From an optimization exercise on the open Yosys and OpenROAD flow, aimed at small area and a short achievable clock period; shortcuts taken in it are not production practice. At most, simulation tests tie the RTL to the original design; equivalence was not proved.

==> flow/design.v (excerpt) <==
module mod (
    input logic clk,
    input logic reset,
    input logic [15:0] samp,
    output logic pull,
    output logic pdata
);
Size in the first run: roughly 930 cells after synthesis, ~110 flip-flops, ~20 I/O pins, about 7000 um2 of cells after synthesis.
Settings: LEC_CHECK=0, ABC_AREA=1, CAP_MARGIN=20, CORE_MARGIN=2, CORE_UTILIZATION=40, SETUP_SLACK_MARGIN=3.0, SLEW_MARGIN=20; clock period 5.2 ns.
standard.sh (not shown) runs the stock make flow with config.mk's settings and CLKGATE_MAP_FILE= SYNTH_SCRIPT=/design/flow/synth_recipe.tcl, a recipe that flattens the netlist after the stock synthesis.
==> flow/flow/run.sh <==
#!/bin/bash
# The standard layout (the standard.sh), but without Yosys's full-adder
# extraction (ADDER_MAP_FILE empty): ABC then maps the adders itself, into
# faster gates than the fixed sky130 fa/ha cells. Registers are unchanged.
# The port buffers are the smallest buffer cell (buffer_ports -buffer_cell).
set -euo pipefail
bash standard.sh ADDER_MAP_FILE= 'BUFFER_PORTS_ARGS=-buffer_cell sky130_fd_sc_hd__buf_1'  finish > standard_flow.log 2>&1
==> next run, changes <==
==> flow/flow/run.sh (replaced) <==
#!/bin/bash
# The standard layout (the standard.sh), but without Yosys's full-adder
# extraction (ADDER_MAP_FILE empty): ABC then maps the adders itself, into
# faster gates than the fixed sky130 fa/ha cells. Registers are unchanged.
set -euo pipefail
bash standard.sh ADDER_MAP_FILE=  finish > standard_flow.log 2>&1
SETUP_SLACK_MARGIN = 3.1   (was 3.0)
- routed wire length rises by 3.6%
- worst setup slack improves by 0.085 ns
- non-clock buffer count rises by 14
- final area rises by 5.0%
- via count rises by 2.2%
- cell count rises by 1.2%
- count of clock-buffer cells in the layout does not change
Function was not checked in any run of this note: the RTL went through the layout flow alone.

========
mod, a different RTL version from the one above (not shown whole).
Size: ~690 cells after synthesis, ~100 flip-flops, roughly 20 I/O pins, about 7200 um^2 of cells after synthesis.
make LEC_CHECK=0 CAP_MARGIN=20 CORE_MARGIN=2 CORE_UTILIZATION=40 SETUP_SLACK_MARGIN=2.5 SLEW_MARGIN=20 finish   # period 5.2 ns
run.sh (not shown) runs the stock make flow with config.mk's settings and CLKGATE_MAP_FILE= SYNTH_SCRIPT=/design/flow/synth_recipe.tcl, a recipe that flattens the netlist after the stock synthesis.
Stock flow here: none of the scripts above is used.
The starting point completed without violations.
Rerun with:
- SETUP_SLACK_MARGIN: 2.5 -> 2.0
Outcome: Setup slack got worse by 0.30 ns. Area after synthesis is unchanged. Global-route usage went down by 0.49 points. Utilization fell by 2.6 points. Count of clock-buffer cells in the layout stays the same.
Rerun with:
- CORE_UTILIZATION: 40 -> 60
- SETUP_SLACK_MARGIN: 2.0 -> 2.5
=> Hold slack gains 0.013 ns; die area decreases by 32%; area after synthesis does not change; worst setup slack is better by 0.31 ns; fmax increases by about 11%; core utilization goes up by 28 points; design area climbs by 7.5%; final cell count goes down by about 3.3%; via count rose by about 6%; clock-buffer cell count does not change.
Rerun with:
- CORE_UTILIZATION: 60 -> 40
- SETUP_SLACK_MARGIN: 2.5 -> 2.7
After rerunning: The changed run passed the timing, design-rule and antenna checks. Fmax goes down by 2.1%. Die area goes up by 48%. Routed wire length goes down by 2.4%. Setup slack got worse by 0.059 ns.
Rerun with:
- CTS_BUF_LIST: not set -> sky130_fd_sc_hd__clkbuf_4 sky130_fd_sc_hd__clkbuf_8
- SETUP_SLACK_MARGIN: 2.7 -> 2.5
=> Routed wire length shrinks by 1.5%; worst setup slack improves by 0.0069 ns; cell count shrinks by 2.9%; clock skew grows by 0.0052 ns.

========
Setup of xenon:
mod, a different RTL version from the one above (not shown whole).
Size in the first run: roughly 920 cells after synthesis, roughly 110 flip-flops, ~6600 um^2 of cells after synthesis.
export LEC_CHECK = 0
export ABC_AREA = 1
export CAP_MARGIN = 20
export CORE_MARGIN = 2
export CORE_UTILIZATION = 40
export CTS_BUF_LIST = sky130_fd_sc_hd__clkbuf_8 sky130_fd_sc_hd__clkbuf_16
export GPL_TIMING_DRIVEN = 0
export SETUP_SLACK_MARGIN = 2.9
export SLEW_MARGIN = 20
create_clock -name core_clock -period 5.2 [get_ports {clk}]
standard.sh (not shown) runs the stock make flow with config.mk's settings and CLKGATE_MAP_FILE= SYNTH_SCRIPT=/design/flow/synth_recipe.tcl, a recipe that flattens the netlist after the stock synthesis.
==> flow/flow/run.sh <==
#!/bin/bash
# The standard layout (the standard.sh), but without Yosys's full-adder
# extraction (ADDER_MAP_FILE empty): ABC then maps the adders itself, into
# faster gates than the fixed sky130 fa/ha cells. Registers are unchanged.
# The port buffers are the smallest buffer cell (buffer_ports -buffer_cell).
set -euo pipefail
bash standard.sh ADDER_MAP_FILE= 'BUFFER_PORTS_ARGS=-buffer_cell sky130_fd_sc_hd__buf_1'  finish > standard_flow.log 2>&1
Setup changes, xenon to maple
Settings: CTS_BUF_LIST: sky130_fd_sc_hd__clkbuf_8 sky130_fd_sc_hd__clkbuf_16 -> unset; GPL_TIMING_DRIVEN: 0 -> unset; CAP_MARGIN: 20 -> 10; SLEW_MARGIN: 20 -> 10.
==> flow/flow/run.sh <==
#!/bin/bash
# The standard layout (the standard.sh), but without Yosys's full-adder
# extraction (ADDER_MAP_FILE empty): ABC then maps the adders itself, into
# faster gates than the fixed sky130 fa/ha cells. Registers are unchanged.
set -euo pipefail
bash standard.sh ADDER_MAP_FILE=  finish > standard_flow.log 2>&1
==> notes.md <==
- maple against xenon: setup slack decreased 77 ps; clock slew seen by the registers of the worst setup and hold paths comparable.
- Wire length (maple vs. xenon) decreases by a few percent
- A launch point of the worst path of xb[24]$_DFF_PP1_ is what xenon shows, while pull_r$_DFF_PP1_ belongs to maple.
What onyx does differently from maple at the input level:
Settings: CAP_MARGIN changed from 10 to 20; SLEW_MARGIN changed from 10 to 20; CORE_UTILIZATION changed from 40 to 50.
Findings:
maple → onyx: number of violations reported at the end of detailed-routing iteration 0 went up by about 44%, worst slack after detailed placement went up by 45 ps. [diff] timing-limited maximum frequency, onyx relative to maple: regression. onyx has non-clock buffer contribution to total cell area below what maple had.
Relative to onyx, the following input files were edited for quartz:
Settings: SETUP_SLACK_MARGIN changed from 2.9 to 3.0; CORE_UTILIZATION changed from 50 to 40.
Results
quartz vs. onyx: share of the clock period used by the worst path after layout barely changed; first-iteration DRC count has decreased. Going from onyx to quartz, placement-stage worst setup slack down 45 ps; total area of multi-input combinational cells up 46 um^2; total via count in the routed design down 155; die area up about 24%.

[afterwards: timing with drivers on the ports]
Ports are ideal in the flow. The routed layouts listed here were re-timed in OpenROAD.
Step 1: set_driving_cell puts a clkbuf_16 on clk and a buf_2 on each other input, an assumption about the parent block.
Step 2 moves the port delays by t, midway between the first and last clock arrival at a register: inputs arrive t later, outputs are due t later. That takes back most of the time a late clock gives input paths.
Three values: ideal, step 1, step 2; two values: the first two.
| run | t (ns) | setup WS [ns] | worst hold slack (ns) |
|---|---|---|---|
| the first run of note 1 | 0.393 | 3.002 / 3.002 / 2.958 | 0.486 / 0.486 / 0.486 |
| the second run of note 1 | 0.396 | 3.087 / 3.087 / 2.929 | 0.480 / 0.480 / 0.480 |
| the first run of note 2 | 0.400 | 2.417 / 2.417 / 2.417 | 0.489 / 0.489 / 0.489 |
| the second run of note 2 | 0.399 | 2.119 / 2.119 / 2.119 | 0.479 / 0.479 / 0.479 |
| the third run of note 2 | 0.395 | 2.427 / 2.427 / 2.427 | 0.492 / 0.492 / 0.492 |
| the fourth run of note 2 | 0.401 | 2.368 / 2.368 / 2.368 | 0.492 / 0.492 / 0.492 |
| the fifth run of note 2 | 0.434 | 2.375 / 2.375 / 2.375 | 0.505 / 0.505 / 0.505 |
| xenon | 0.397 | 3.122 / 3.100 / 3.122 | 0.492 / 0.492 / 0.492 |
| maple | 0.384 | 3.044 / 3.004 / 2.877 | 0.489 / 0.489 / 0.489 |
| onyx | 0.396 | 3.037 / 2.995 / 2.983 | 0.490 / 0.490 / 0.490 |
| quartz | 0.383 | 3.045 / 3.005 / 2.881 | 0.489 / 0.489 / 0.489 |
After both steps setup and hold are still met in every run listed. The setup slack of maple, which loses most, moves by -0.040 ns with the drivers and by -0.167 ns with both steps. Setup slack includes reset recovery checks.
